This design comes from an exercise in tuning for small area, a short achievable clock period and few clock cycles on the open sky130 flow, not from production work.
In this exercise RTL edits were held to simulation tests only and were not proved equivalent to the original.
Power figures rest on the tool's default switching activity, not on a simulated workload.

==> build 21: inputs <==
==> flow/design.v <==
`timescale 1ns / 1ps
module Control(
    input [5:0] inst_in,
    output reg [1:0] RegDst,      
    output reg Branch,
    output reg MemRead,
    output reg [1:0] MemtoReg,    
    output reg [1:0] ALUop,       
    output reg MemWrite,
    output reg ALUsrc,
    output reg RegWrite,
    output reg Jump,
    output reg JumpReg,
    output reg Halt
    );
always @(*)
begin
	RegDst = 2'b00;
	ALUsrc = 0;
	MemtoReg = 2'b00;
	RegWrite = 0;
	MemRead = 0;
	MemWrite = 0;
	Branch = 0;
	ALUop = 2'b00;
	Jump = 0;
	JumpReg = 0;
	Halt = 0;
	case (inst_in)
	6'b000000: begin  
		RegDst = 2'b01; RegWrite = 1; ALUop = 2'b10;
	end
	6'b100011: begin  
		ALUsrc = 1; MemtoReg = 2'b01; RegWrite = 1; MemRead = 1;
	end
	6'b101011: begin  
		ALUsrc = 1; MemWrite = 1;
	end
	6'b001000: begin  
		ALUsrc = 1; RegWrite = 1;
	end
	6'b001100, 6'b001101: begin  
		ALUsrc = 1; RegWrite = 1; ALUop = 2'b11;
	end
	6'b000100: begin  
		Branch = 1; ALUop = 2'b01;
	end
	6'b000010: begin  
		Jump = 1;
	end
	6'b000011: begin  
		RegDst = 2'b10; MemtoReg = 2'b10; RegWrite = 1; Jump = 1;
	end
	6'b000111: begin  
		JumpReg = 1;
	end
	6'b111111: begin  
		Halt = 1;
	end
	default: ;
	endcase
end
endmodule
`timescale 1ns / 1ps
module ALU_control(
input [1:0]ALU_op,
input [5:0]inst,
input opcode_lsb,
output reg [3:0]op
 );
always @(*)
begin
	op = 4'b0010;
	if(ALU_op == 2'b01)
		op = 4'b0110;
	else if(ALU_op == 2'b11)
		op = opcode_lsb ? 4'b0001 : 4'b0000;  
	else if(ALU_op == 2'b10)
	begin
		case (inst)
		6'b100000: op = 4'b0010;  
		6'b011000: op = 4'b0010;  
		6'b100010: op = 4'b0110;  
		6'b100100: op = 4'b0000;  
		6'b100101: op = 4'b0001;  
		6'b101010: op = 4'b0111;  
		6'b100111: op = 4'b1100;  
		default:   op = 4'b0010;
		endcase
	end
end
endmodule
`timescale 1ns / 1ps
module ALU_32(
    output reg Zero,
    output reg [31:0] ALU_Result,
    input [3:0] ALU_Operation,
    input [31:0] in_left,
    input [31:0] in_right,
    input en,
	 input clk
    );
	reg [31:0] internal_ALU_Result;
	reg internal_Zero;
	always@(*)begin
		internal_Zero = (in_left==in_right);
		case(ALU_Operation)
			0: internal_ALU_Result = in_left & in_right;
			1:	internal_ALU_Result = in_left | in_right;
			2: internal_ALU_Result = in_left + in_right;
			6:	internal_ALU_Result = in_left - in_right;
			7:	internal_ALU_Result = ($signed(in_left) < $signed(in_right)) ? 32'd1 : 32'd0;
			12:internal_ALU_Result = ~(in_left | in_right);
			default:internal_ALU_Result = in_left + in_right;
		endcase
	end
	always@(posedge clk)begin
		if (en) begin
			Zero <= internal_Zero;
			ALU_Result <= internal_ALU_Result;
		end
	end
endmodule
`timescale 1ns / 1ps
module Register_File(
    input [4:0] ReadRegister_1,
	 output [31:0] Read_Data_1,
    input [4:0] ReadRegister_2,
	 output [31:0] Read_Data_2,
    input [4:0] WriteRegister,
    input [31:0] WriteData,
	 input RegWrite,
	 input clk
    );
	reg [31:0]reg_array[31:1];
	assign Read_Data_1 = (ReadRegister_1 == 5'd0) ? 32'd0 : reg_array[ReadRegister_1];
	assign Read_Data_2 = (ReadRegister_2 == 5'd0) ? 32'd0 : reg_array[ReadRegister_2];
	always@(posedge clk)begin
		if(RegWrite && WriteRegister != 5'd0)
			reg_array[WriteRegister] <= WriteData;
	end
endmodule
`timescale 1ns / 1ps
module Sign_Extend(
    input [15:0] in,
    output reg [31:0] out,
    input en,
	 input clk
    );
	always @( posedge clk ) begin
		if (en)
			out[31:0] <= { {16{in[15]}}, in[15:0] };
	end
endmodule
`timescale 1ns / 1ps
module MUX_2to1 #(parameter param = 32) (
    input [param-1:0] in_0,
    input [param-1:0] in_1,
	 input select,
    output reg [param-1:0] Out
    );
	always@(*)begin
		if(select)
			Out = in_1;
		else
			Out = in_0;
	end
endmodule
`timescale 1ns / 1ps
module MUX_3to1 #(parameter param = 32) (
	 input [param-1:0] in_0,
    input [param-1:0] in_1,
	 input [param-1:0] in_2,
	 input [1:0]select,
    output reg [param-1:0] Out
    );
	always@(*)begin
		if(select==2'd0)
			Out = in_0;
		else if(select==2'd1)
			Out = in_1;
		else
			Out = in_2;
	end
endmodule
`timescale 1ns / 1ps
module Incrementer(
    input [7:0] d,
    output [7:0] q
    );
	assign q = d + 8'd1;
endmodule
`timescale 1ns / 1ps
module Add(
    input [7:0] in_1,
    input [7:0] in_2,
    output [7:0] out
    );
	assign out = in_1 + in_2;
endmodule
`timescale 1ns / 1ps
module PC_Register(
    input clk,
    input rst,
    input en,
    input [7:0] d,
    output reg [7:0] q
    );
	always@(posedge clk)
		if (rst)
			q <= 8'd0;
		else if (en)
			q <= d;
endmodule
`timescale 1ns / 1ps
module MIPS_TopModule(
    input clk,
    input rst,
    output wire [7:0]  imem_addr,
    input  wire [31:0] imem_rdata,
    output wire [6:0]  dmem_addr,
    output wire [31:0] dmem_wdata,
    output wire        dmem_we,
    output wire        dmem_re,
    input  wire [31:0] dmem_rdata,
    output wire        halted
    );
	reg  [7:0]  fa;     
	reg  [7:0]  pcR;    
	reg         vR;     
	reg  [31:0] ir;
	reg  [7:0]  pcI;
	reg         vI;
	reg         irJump, irJr;   
	reg  [7:0]  link;           
	reg         stall;          
	reg  [31:1] selA, selB;     
	reg         fEa, fEb, fMa, fMb, fWa, fWb;   
	reg         vE;
	reg  [31:0] A, B, Op2;
	reg  [3:0]  subE;           
	reg  [6:0]  memA;           
	reg  [4:0]  rdE;
	reg         weE, isLwE, isSwE, isBeqE, isJrE;
	reg         opAdd, opSub, opAnd, opOr, opNor, opSlt, opLink;
	reg  [7:0]  tgtE;
	reg  [31:0] resM;
	reg  [4:0]  rdM;
	reg         weM, isLwM, memWe, memRe;
	reg  [31:0] resW;
	reg  [4:0]  rdW;
	reg         weW;
	reg         halted_r;
	reg [31:0] rf [1:31];
	wire [5:0] op    = ir[31:26];
	wire [5:0] funct = ir[5:0];
	wire [4:0] rs    = ir[25:21];
	wire [4:0] rt    = ir[20:16];
	wire [4:0] rd    = ir[15:11];
	wire isR    = (op == 6'b000000);
	wire isAddi = (op == 6'b001000);
	wire isAndi = (op == 6'b001100);
	wire isOri  = (op == 6'b001101);
	wire isLw   = (op == 6'b100011);
	wire isSw   = (op == 6'b101011);
	wire isBeq  = (op == 6'b000100);
	wire isJal  = (op == 6'b000011);
	wire isJr   = (op == 6'b000111);
	wire isHalt = (op == 6'b111111);
	wire fSub = (funct == 6'b100010);
	wire fAnd = (funct == 6'b100100);
	wire fOr  = (funct == 6'b100101);
	wire fSlt = (funct == 6'b101010);
	wire fNor = (funct == 6'b100111);
	wire dOpSub  = isR & fSub;
	wire dOpAnd  = (isR & fAnd) | isAndi;
	wire dOpOr   = (isR & fOr) | isOri;
	wire dOpNor  = isR & fNor;
	wire dOpSlt  = isR & fSlt;
	wire dOpLink = isJal;
	wire dOpAdd  = ~(dOpSub | dOpAnd | dOpOr | dOpNor | dOpSlt | dOpLink);
	wire [4:0] dDest = isJal ? 5'd31 : (isR ? rd : rt);
	wire dWrites = (isR | isAddi | isAndi | isOri | isLw | isJal) & (dDest != 5'd0);
	wire [31:0] immExt = {{16{ir[15]}}, ir[15:0]};
	wire [7:0]  pcI1   = pcI + 8'd1;
	wire [31:0] subV   = {{8{subE[3]}}, {8{subE[2]}}, {8{subE[1]}}, {8{subE[0]}}};
	wire [31:0] sum    = A + (Op2 ^ subV) + {31'd0, subE[0]};
	wire        lt     = (A[31] ^ Op2[31]) ? A[31] : sum[31];
	wire [31:0] orv    = A | Op2;
	wire [31:0] resE   = ({32{opAdd | opSub}} & sum)
	                   | ({32{opAnd}} & (A & Op2))
	                   | ({32{opOr}}  & orv)
	                   | ({32{opNor}} & ~orv)
	                   | ({31'd0, opSlt & lt})
	                   | ({32{opLink}} & Op2);
	wire eq      = (A == B);
	wire jrMiss  = (A[7:0] != tgtE);
	wire redirE  = vE & ((isBeqE & eq) | (isJrE & jrMiss));
	wire [7:0] targetE = isBeqE ? tgtE : A[7:0];
	assign imem_addr  = fa;
	assign dmem_addr  = memA;
	assign dmem_wdata = B;
	assign dmem_we    = memWe;
	assign dmem_re    = memRe;
	assign halted     = halted_r;
	wire [31:0] valM = isLwM ? dmem_rdata : resM;
	wire fwdEa = fEa & ~isLwE;
	wire fwdEb = fEb & ~isLwE;
	wire fwdMa = fMa;
	wire fwdMb = fMb;
	wire fwdWa = fWa;
	wire fwdWb = fWb;
	reg [31:0] rfA, rfB;
	integer k, j;
	always @(*) begin
		rfA = 32'd0; rfB = 32'd0;
		for (k = 1; k < 32; k = k + 1) begin
			rfA = rfA | ({32{selA[k]}} & rf[k]);
			rfB = rfB | ({32{selB[k]}} & rf[k]);
		end
	end
	wire [31:0] AvM = fwdMa ? valM : fwdWa ? resW : rfA;   
	wire [31:0] Av  = fwdEa ? resE : AvM;
	wire [31:0] Bv  = fwdEb ? resE : fwdMb ? valM : fwdWb ? resW : rfB;
	wire [6:0]  addrD = AvM[6:0] + ir[6:0];
	wire beqSame = isBeq & (rs == rt);
	wire [7:0] tgtD = pcI1 + ir[7:0];
	wire redirD = vI & ~stall & irJump;
	wire [5:0] opR = imem_rdata[31:26];
	wire jumpR   = (opR == 6'b000010) | (opR == 6'b000011) | (opR == 6'b000111);
	wire jrR     = (opR == 6'b000111);
	wire redirB = vI & ~stall & ~redirE & beqSame;    
	wire haltD  = vI & ~stall & ~redirE & isHalt;
	wire vR_n  = ~redirE & ~redirB & ~haltD & ~halted_r;
	wire vI_n  = stall ? (vI & ~redirE)
	                   : (vR & ~redirE & ~redirD & ~redirB & ~haltD);
	wire vE_n  = vI & ~stall & ~redirE;
	wire [31:0] irN   = stall ? ir : imem_rdata;
	wire [5:0]  opN   = irN[31:26];
	wire [4:0]  rsN   = irN[25:21];
	wire [4:0]  rtN   = irN[20:16];
	wire usesRsN = ~((opN == 6'b000010) | (opN == 6'b000011) | (opN == 6'b111111));
	wire usesRtN = (opN == 6'b000000) | (opN == 6'b101011) | (opN == 6'b000100);
	wire memN   = (opN == 6'b100011) | (opN == 6'b101011);
	wire ldE_n  = vE_n & isLw & dWrites;       
	wire wrE_n  = vE_n & dWrites;              
	wire stall_n = vI_n &
	     ((ldE_n & ((usesRsN & (dDest == rsN)) | (usesRtN & (dDest == rtN)))) |
	      (wrE_n & memN & (dDest == rsN)));
	wire wE_n = vE_n & dWrites;
	wire wM_n = vE & weE;
	wire wW_n = weM;
	wire fEa_n = wE_n & (dDest == rsN);
	wire fEb_n = wE_n & (dDest == rtN);
	wire fMa_n = wM_n & (rdE == rsN);
	wire fMb_n = wM_n & (rdE == rtN);
	wire fWa_n = wW_n & (rdM == rsN);
	wire fWb_n = wW_n & (rdM == rtN);
	wire       irJump_n = stall ? irJump : jumpR;
	wire       irJr_n   = stall ? irJr   : jrR;
	wire [7:0] link_n   = (vI & ~stall & ~redirE & isJal) ? pcI1 : link;
	wire       redirD_n = vI_n & ~stall_n & irJump_n;
	wire [7:0] targetD_n = irJr_n ? link_n : irN[7:0];
	wire [7:0] fa_n = redirE    ? targetE :
	                  redirB    ? tgtD :
	                  stall_n   ? fa :
	                  redirD_n  ? targetD_n :
	                              fa + 8'd1;
	always @(posedge clk) begin
		if (rst) begin
			fa       <= 8'd0;
			vR       <= 1'b0;
			vI       <= 1'b0;
			stall    <= 1'b0;
			link     <= 8'd0;
			vE       <= 1'b0;
			weM      <= 1'b0;
			memWe    <= 1'b0;
			memRe    <= 1'b0;
			weW      <= 1'b0;
			halted_r <= 1'b0;
		end else begin
			fa       <= fa_n;
			vR       <= vR_n;
			vI       <= vI_n;
			stall    <= stall_n;
			link     <= link_n;
			vE       <= vE_n;
			weM      <= vE & weE;
			memWe    <= vE_n & isSw;
			memRe    <= vE_n & isLw;
			weW      <= weM;
			halted_r <= halted_r | haltD;
		end
	end
	always @(posedge clk) begin
		pcR <= fa;
		if (!stall) begin
			ir     <= imem_rdata;
			pcI    <= pcR;
			irJump <= jumpR;
			irJr   <= jrR;
			for (j = 1; j < 32; j = j + 1) begin
				selA[j] <= (imem_rdata[25:21] == j);
				selB[j] <= (imem_rdata[20:16] == j);
			end
		end
		fEa <= fEa_n; fEb <= fEb_n;
		fMa <= fMa_n; fMb <= fMb_n;
		fWa <= fWa_n; fWb <= fWb_n;
		A      <= Av;
		B      <= Bv;
		Op2    <= isJal ? {24'd0, pcI1} : (isR ? Bv : immExt);
		rdE    <= dDest;
		weE    <= dWrites;
		isLwE  <= isLw;
		isSwE  <= isSw;
		isBeqE <= isBeq & ~beqSame;
		memA   <= addrD;
		isJrE  <= isJr;
		opAdd  <= dOpAdd;
		opSub  <= dOpSub;
		subE   <= {4{dOpSub | dOpSlt}};
		opAnd  <= dOpAnd;
		opOr   <= dOpOr;
		opNor  <= dOpNor;
		opSlt  <= dOpSlt;
		opLink <= dOpLink;
		tgtE   <= isJr ? link : tgtD;
		resM   <= resE;
		rdM    <= rdE;
		isLwM  <= isLwE;
		resW   <= valM;
		rdW    <= rdM;
		if (weW)
			rf[rdW] <= resW;
	end
endmodule
==> flow/flow/run.sh <==
#!/bin/bash
set -o pipefail
export SETUP_SLACK_MARGIN=5.7
bash standard.sh > standard_flow.log 2>&1
==> flow/standard.sh <==
#!/bin/bash
# synth_recipe.tcl (not shown) runs the flow's synth.tcl, then flattens the netlist and writes it again
# the make line also repeats each setting of config.mk as NAME=value (left out here)
make -C /OpenROAD-flow-scripts/flow DESIGN_CONFIG=/design/flow/config.mk WORK_HOME=/design/flow/orfs CLKGATE_MAP_FILE= SYNTH_SCRIPT=/design/flow/synth_recipe.tcl "${@:-finish}"
==> flow/config.mk <==
export PLATFORM = sky130hd
export DESIGN_NAME = MIPS_TopModule
export DESIGN_NICKNAME = MIPS_TopModule
export VERILOG_FILES = /design/flow/design.v
export SDC_FILE = /design/flow/constraint.sdc
export NUM_CORES = 4
export LEC_CHECK = 0
export CAP_MARGIN = 20
export CORE_MARGIN = 2
export CORE_UTILIZATION = 40
export CTS_CLUSTER_DIAMETER = 80
export CTS_CLUSTER_SIZE = 20
export SLEW_MARGIN = 20
==> flow/constraint.sdc <==
create_clock -name core_clock -period 9.0 [get_ports {clk}]
set_input_delay 1.8000 -clock core_clock [delete_from_list [all_inputs] [get_ports {clk}]]
set_output_delay 1.8000 -clock core_clock [all_outputs]
set_load 0.01 [all_outputs]
==> trial 35 (differences from build 21) <==
--- a/flow/design.v
+++ b/flow/design.v
@@ -239,16 +239,15 @@
 	reg         vE;
 	reg  [31:0] A, B, Op2;
-	reg  [3:0]  subE;           
-	reg  [6:0]  memA;           
+	reg  [31:0] subE;           
 	reg  [4:0]  rdE;
-	reg         weE, isLwE, isSwE, isBeqE, isJrE;
+	reg         weE, isLwE, isSwE, isBeqE, isJrE, isHaltE;
 	reg         opAdd, opSub, opAnd, opOr, opNor, opSlt, opLink;
 	reg  [7:0]  tgtE;
-	reg  [31:0] resM;
+	reg  [31:0] resM, stM;
 	reg  [4:0]  rdM;
 	reg         weM, isLwM, memWe, memRe;
 	reg  [31:0] resW;
 	reg  [4:0]  rdW;
-	reg         weW;
+	reg         weW, isLwW;
 	reg         halted_r;
 	reg [31:0] rf [1:31];
@@ -284,6 +283,5 @@
 	wire [31:0] immExt = {{16{ir[15]}}, ir[15:0]};
 	wire [7:0]  pcI1   = pcI + 8'd1;
-	wire [31:0] subV   = {{8{subE[3]}}, {8{subE[2]}}, {8{subE[1]}}, {8{subE[0]}}};
-	wire [31:0] sum    = A + (Op2 ^ subV) + {31'd0, subE[0]};
+	wire [31:0] sum    = A + (Op2 ^ subE) + {31'd0, subE[0]};
 	wire        lt     = (A[31] ^ Op2[31]) ? A[31] : sum[31];
 	wire [31:0] orv    = A | Op2;
@@ -298,15 +296,16 @@
 	wire redirE  = vE & ((isBeqE & eq) | (isJrE & jrMiss));
 	wire [7:0] targetE = isBeqE ? tgtE : A[7:0];
+	wire haltE   = vE & isHaltE;
 	assign imem_addr  = fa;
-	assign dmem_addr  = memA;
-	assign dmem_wdata = B;
+	assign dmem_addr  = resM[6:0];
+	assign dmem_wdata = stM;
 	assign dmem_we    = memWe;
 	assign dmem_re    = memRe;
 	assign halted     = halted_r;
-	wire [31:0] valM = isLwM ? dmem_rdata : resM;
+	wire [31:0] valW = isLwW ? dmem_rdata : resW;
 	wire fwdEa = fEa & ~isLwE;
 	wire fwdEb = fEb & ~isLwE;
-	wire fwdMa = fMa;
-	wire fwdMb = fMb;
+	wire fwdMa = fMa & ~isLwM;
+	wire fwdMb = fMb & ~isLwM;
 	wire fwdWa = fWa;
 	wire fwdWb = fWb;
@@ -320,20 +319,14 @@
 		end
 	end
-	wire [31:0] AvM = fwdMa ? valM : fwdWa ? resW : rfA;   
-	wire [31:0] Av  = fwdEa ? resE : AvM;
-	wire [31:0] Bv  = fwdEb ? resE : fwdMb ? valM : fwdWb ? resW : rfB;
-	wire [6:0]  addrD = AvM[6:0] + ir[6:0];
-	wire beqSame = isBeq & (rs == rt);
-	wire [7:0] tgtD = pcI1 + ir[7:0];
+	wire [31:0] Av = fwdEa ? resE : fwdMa ? resM : fwdWa ? valW : rfA;
+	wire [31:0] Bv = fwdEb ? resE : fwdMb ? resM : fwdWb ? valW : rfB;
 	wire redirD = vI & ~stall & irJump;
 	wire [5:0] opR = imem_rdata[31:26];
 	wire jumpR   = (opR == 6'b000010) | (opR == 6'b000011) | (opR == 6'b000111);
 	wire jrR     = (opR == 6'b000111);
-	wire redirB = vI & ~stall & ~redirE & beqSame;    
-	wire haltD  = vI & ~stall & ~redirE & isHalt;
-	wire vR_n  = ~redirE & ~redirB & ~haltD & ~halted_r;
-	wire vI_n  = stall ? (vI & ~redirE)
-	                   : (vR & ~redirE & ~redirD & ~redirB & ~haltD);
-	wire vE_n  = vI & ~stall & ~redirE;
+	wire vR_n  = ~redirE & ~haltE & ~halted_r;
+	wire vI_n  = stall ? (vI & ~redirE & ~haltE)
+	                   : (vR & ~redirE & ~redirD & ~haltE);
+	wire vE_n  = vI & ~stall & ~redirE & ~haltE;
 	wire [31:0] irN   = stall ? ir : imem_rdata;
 	wire [5:0]  opN   = irN[31:26];
@@ -342,10 +335,9 @@
 	wire usesRsN = ~((opN == 6'b000010) | (opN == 6'b000011) | (opN == 6'b111111));
 	wire usesRtN = (opN == 6'b000000) | (opN == 6'b101011) | (opN == 6'b000100);
-	wire memN   = (opN == 6'b100011) | (opN == 6'b101011);
 	wire ldE_n  = vE_n & isLw & dWrites;       
-	wire wrE_n  = vE_n & dWrites;              
+	wire ldM_n  = vE & isLwE & weE;            
 	wire stall_n = vI_n &
 	     ((ldE_n & ((usesRsN & (dDest == rsN)) | (usesRtN & (dDest == rtN)))) |
-	      (wrE_n & memN & (dDest == rsN)));
+	      (ldM_n & ((usesRsN & (rdE   == rsN)) | (usesRtN & (rdE   == rtN)))));
 	wire wE_n = vE_n & dWrites;
 	wire wM_n = vE & weE;
@@ -363,5 +355,4 @@
 	wire [7:0] targetD_n = irJr_n ? link_n : irN[7:0];
 	wire [7:0] fa_n = redirE    ? targetE :
-	                  redirB    ? tgtD :
 	                  stall_n   ? fa :
 	                  redirD_n  ? targetD_n :
@@ -388,8 +379,8 @@
 			vE       <= vE_n;
 			weM      <= vE & weE;
-			memWe    <= vE_n & isSw;
-			memRe    <= vE_n & isLw;
+			memWe    <= vE & isSwE;
+			memRe    <= vE & isLwE;
 			weW      <= weM;
-			halted_r <= halted_r | haltD;
+			halted_r <= halted_r | haltE;
 		end
 	end
@@ -416,10 +407,10 @@
 		isLwE  <= isLw;
 		isSwE  <= isSw;
-		isBeqE <= isBeq & ~beqSame;
-		memA   <= addrD;
+		isBeqE <= isBeq;
 		isJrE  <= isJr;
+		isHaltE<= isHalt;
 		opAdd  <= dOpAdd;
 		opSub  <= dOpSub;
-		subE   <= {4{dOpSub | dOpSlt}};
+		subE   <= {32{dOpSub | dOpSlt}};
 		opAnd  <= dOpAnd;
 		opOr   <= dOpOr;
@@ -427,12 +418,14 @@
 		opSlt  <= dOpSlt;
 		opLink <= dOpLink;
-		tgtE   <= isJr ? link : tgtD;
+		tgtE   <= isJr ? link : (pcI1 + ir[7:0]);
 		resM   <= resE;
+		stM    <= B;
 		rdM    <= rdE;
 		isLwM  <= isLwE;
-		resW   <= valM;
+		resW   <= resM;
 		rdW    <= rdM;
+		isLwW  <= isLwM;
 		if (weW)
-			rf[rdW] <= resW;
+			rf[rdW] <= valW;
 	end
 endmodule
--- a/flow/config.mk
+++ b/flow/config.mk
@@ -9,5 +9,3 @@
 export CORE_MARGIN = 2
 export CORE_UTILIZATION = 40
-export CTS_CLUSTER_DIAMETER = 80
-export CTS_CLUSTER_SIZE = 20
 export SLEW_MARGIN = 20
==> build 7 (differences from build 21) <==
--- a/flow/design.v
+++ b/flow/design.v
@@ -239,16 +239,15 @@
 	reg         vE;
 	reg  [31:0] A, B, Op2;
-	reg  [3:0]  subE;           
-	reg  [6:0]  memA;           
+	reg  [31:0] subE;           
 	reg  [4:0]  rdE;
-	reg         weE, isLwE, isSwE, isBeqE, isJrE;
+	reg         weE, isLwE, isSwE, isBeqE, isJrE, isHaltE;
 	reg         opAdd, opSub, opAnd, opOr, opNor, opSlt, opLink;
 	reg  [7:0]  tgtE;
-	reg  [31:0] resM;
+	reg  [31:0] resM, stM;
 	reg  [4:0]  rdM;
 	reg         weM, isLwM, memWe, memRe;
 	reg  [31:0] resW;
 	reg  [4:0]  rdW;
-	reg         weW;
+	reg         weW, isLwW;
 	reg         halted_r;
 	reg [31:0] rf [1:31];
@@ -284,6 +283,5 @@
 	wire [31:0] immExt = {{16{ir[15]}}, ir[15:0]};
 	wire [7:0]  pcI1   = pcI + 8'd1;
-	wire [31:0] subV   = {{8{subE[3]}}, {8{subE[2]}}, {8{subE[1]}}, {8{subE[0]}}};
-	wire [31:0] sum    = A + (Op2 ^ subV) + {31'd0, subE[0]};
+	wire [31:0] sum    = A + (Op2 ^ subE) + {31'd0, subE[0]};
 	wire        lt     = (A[31] ^ Op2[31]) ? A[31] : sum[31];
 	wire [31:0] orv    = A | Op2;
@@ -298,15 +296,16 @@
 	wire redirE  = vE & ((isBeqE & eq) | (isJrE & jrMiss));
 	wire [7:0] targetE = isBeqE ? tgtE : A[7:0];
+	wire haltE   = vE & isHaltE;
 	assign imem_addr  = fa;
-	assign dmem_addr  = memA;
-	assign dmem_wdata = B;
+	assign dmem_addr  = resM[6:0];
+	assign dmem_wdata = stM;
 	assign dmem_we    = memWe;
 	assign dmem_re    = memRe;
 	assign halted     = halted_r;
-	wire [31:0] valM = isLwM ? dmem_rdata : resM;
+	wire [31:0] valW = isLwW ? dmem_rdata : resW;
 	wire fwdEa = fEa & ~isLwE;
 	wire fwdEb = fEb & ~isLwE;
-	wire fwdMa = fMa;
-	wire fwdMb = fMb;
+	wire fwdMa = fMa & ~isLwM;
+	wire fwdMb = fMb & ~isLwM;
 	wire fwdWa = fWa;
 	wire fwdWb = fWb;
@@ -320,20 +319,14 @@
 		end
 	end
-	wire [31:0] AvM = fwdMa ? valM : fwdWa ? resW : rfA;   
-	wire [31:0] Av  = fwdEa ? resE : AvM;
-	wire [31:0] Bv  = fwdEb ? resE : fwdMb ? valM : fwdWb ? resW : rfB;
-	wire [6:0]  addrD = AvM[6:0] + ir[6:0];
-	wire beqSame = isBeq & (rs == rt);
-	wire [7:0] tgtD = pcI1 + ir[7:0];
+	wire [31:0] Av = fwdEa ? resE : fwdMa ? resM : fwdWa ? valW : rfA;
+	wire [31:0] Bv = fwdEb ? resE : fwdMb ? resM : fwdWb ? valW : rfB;
 	wire redirD = vI & ~stall & irJump;
 	wire [5:0] opR = imem_rdata[31:26];
 	wire jumpR   = (opR == 6'b000010) | (opR == 6'b000011) | (opR == 6'b000111);
 	wire jrR     = (opR == 6'b000111);
-	wire redirB = vI & ~stall & ~redirE & beqSame;    
-	wire haltD  = vI & ~stall & ~redirE & isHalt;
-	wire vR_n  = ~redirE & ~redirB & ~haltD & ~halted_r;
-	wire vI_n  = stall ? (vI & ~redirE)
-	                   : (vR & ~redirE & ~redirD & ~redirB & ~haltD);
-	wire vE_n  = vI & ~stall & ~redirE;
+	wire vR_n  = ~redirE & ~haltE & ~halted_r;
+	wire vI_n  = stall ? (vI & ~redirE & ~haltE)
+	                   : (vR & ~redirE & ~redirD & ~haltE);
+	wire vE_n  = vI & ~stall & ~redirE & ~haltE;
 	wire [31:0] irN   = stall ? ir : imem_rdata;
 	wire [5:0]  opN   = irN[31:26];
@@ -342,10 +335,9 @@
 	wire usesRsN = ~((opN == 6'b000010) | (opN == 6'b000011) | (opN == 6'b111111));
 	wire usesRtN = (opN == 6'b000000) | (opN == 6'b101011) | (opN == 6'b000100);
-	wire memN   = (opN == 6'b100011) | (opN == 6'b101011);
 	wire ldE_n  = vE_n & isLw & dWrites;       
-	wire wrE_n  = vE_n & dWrites;              
+	wire ldM_n  = vE & isLwE & weE;            
 	wire stall_n = vI_n &
 	     ((ldE_n & ((usesRsN & (dDest == rsN)) | (usesRtN & (dDest == rtN)))) |
-	      (wrE_n & memN & (dDest == rsN)));
+	      (ldM_n & ((usesRsN & (rdE   == rsN)) | (usesRtN & (rdE   == rtN)))));
 	wire wE_n = vE_n & dWrites;
 	wire wM_n = vE & weE;
@@ -363,5 +355,4 @@
 	wire [7:0] targetD_n = irJr_n ? link_n : irN[7:0];
 	wire [7:0] fa_n = redirE    ? targetE :
-	                  redirB    ? tgtD :
 	                  stall_n   ? fa :
 	                  redirD_n  ? targetD_n :
@@ -388,8 +379,8 @@
 			vE       <= vE_n;
 			weM      <= vE & weE;
-			memWe    <= vE_n & isSw;
-			memRe    <= vE_n & isLw;
+			memWe    <= vE & isSwE;
+			memRe    <= vE & isLwE;
 			weW      <= weM;
-			halted_r <= halted_r | haltD;
+			halted_r <= halted_r | haltE;
 		end
 	end
@@ -416,10 +407,10 @@
 		isLwE  <= isLw;
 		isSwE  <= isSw;
-		isBeqE <= isBeq & ~beqSame;
-		memA   <= addrD;
+		isBeqE <= isBeq;
 		isJrE  <= isJr;
+		isHaltE<= isHalt;
 		opAdd  <= dOpAdd;
 		opSub  <= dOpSub;
-		subE   <= {4{dOpSub | dOpSlt}};
+		subE   <= {32{dOpSub | dOpSlt}};
 		opAnd  <= dOpAnd;
 		opOr   <= dOpOr;
@@ -427,12 +418,14 @@
 		opSlt  <= dOpSlt;
 		opLink <= dOpLink;
-		tgtE   <= isJr ? link : tgtD;
+		tgtE   <= isJr ? link : (pcI1 + ir[7:0]);
 		resM   <= resE;
+		stM    <= B;
 		rdM    <= rdE;
 		isLwM  <= isLwE;
-		resW   <= valM;
+		resW   <= resM;
 		rdW    <= rdM;
+		isLwW  <= isLwM;
 		if (weW)
-			rf[rdW] <= resW;
+			rf[rdW] <= valW;
 	end
 endmodule
==> trial 74 (differences from build 21) <==
--- a/flow/config.mk
+++ b/flow/config.mk
@@ -9,5 +9,3 @@
 export CORE_MARGIN = 2
 export CORE_UTILIZATION = 40
-export CTS_CLUSTER_DIAMETER = 80
-export CTS_CLUSTER_SIZE = 20
 export SLEW_MARGIN = 20
==> notes <==
Trial 35 produced a clean layout. Trial 74 produced a clean layout. Build 7 finished clean. Build 21 ran to the end with no violations.
First-iteration DRC count: build 7 < trial 35 < build 21 < trial 74.
Combinational power is about the same in build 21 and trial 35.
Of trial 35 and build 21, trial 35 has the higher area after synthesis (gap 0.58%, measured against build 21).
Of build 7 and build 21, build 21 has the higher sequential power (gap about 2.8%, measured against build 21).
Against trial 74, the routed wire length of build 7 is smaller by 6.2%.
Synthesized cell count is the same in build 21 and trial 74.
Fmax, highest first: trial 35, trial 74, build 7, build 21.
In trial 74 the register-to-register slack is higher than in build 21, by 0.11 ns.
Between build 7 and trial 35, the lower worst setup slack is in build 7 (gap 0.033 ns).
Hold slack: build 7 < trial 35 < trial 74 < build 21.
Testbench counts of build 21, summed over its fixed seeds: cycles 31,941.
Testbench counts of trial 35, summed over its fixed seeds: cycles 32,672.
Testbench counts of build 7, summed over its fixed seeds: cycles 32,672.
Testbench counts of trial 74, summed over its fixed seeds: cycles 31,941.

what the ideal ports hide:
No port has a modelled driver above. Below, the same layouts with a new extraction and two added sets of constraints. Step 1 sets driving cells, clkbuf_16 on the clock port and buf_2 on the other inputs (assumed; they add their load-dependent delay and slew). Step 2, shift: input delay + t, output delay - t, t = (earliest + latest rising clock arrival at the registers) / 2. This alone moves slack from input paths to output paths. a / b / c = no drivers / after step 1 / after step 2; a / b = the first two.
run	shift t [ns]	setup slack, ns	worst register clock-pin slew, ns
build 21	0.793	5.445 / 5.445 / 4.822	0.09 / 0.09
trial 35	0.856	5.553 / 5.553 / 4.781	0.07 / 0.07
build 7	0.805	5.520 / 5.520 / 4.901	0.09 / 0.09
trial 74	0.896	5.551 / 5.551 / 4.833	0.07 / 0.07
After both steps setup and hold are still met in every run listed. The setup slack of trial 35, which loses most, moves by 0.000 ns with the drivers and by -0.772 ns with both steps.
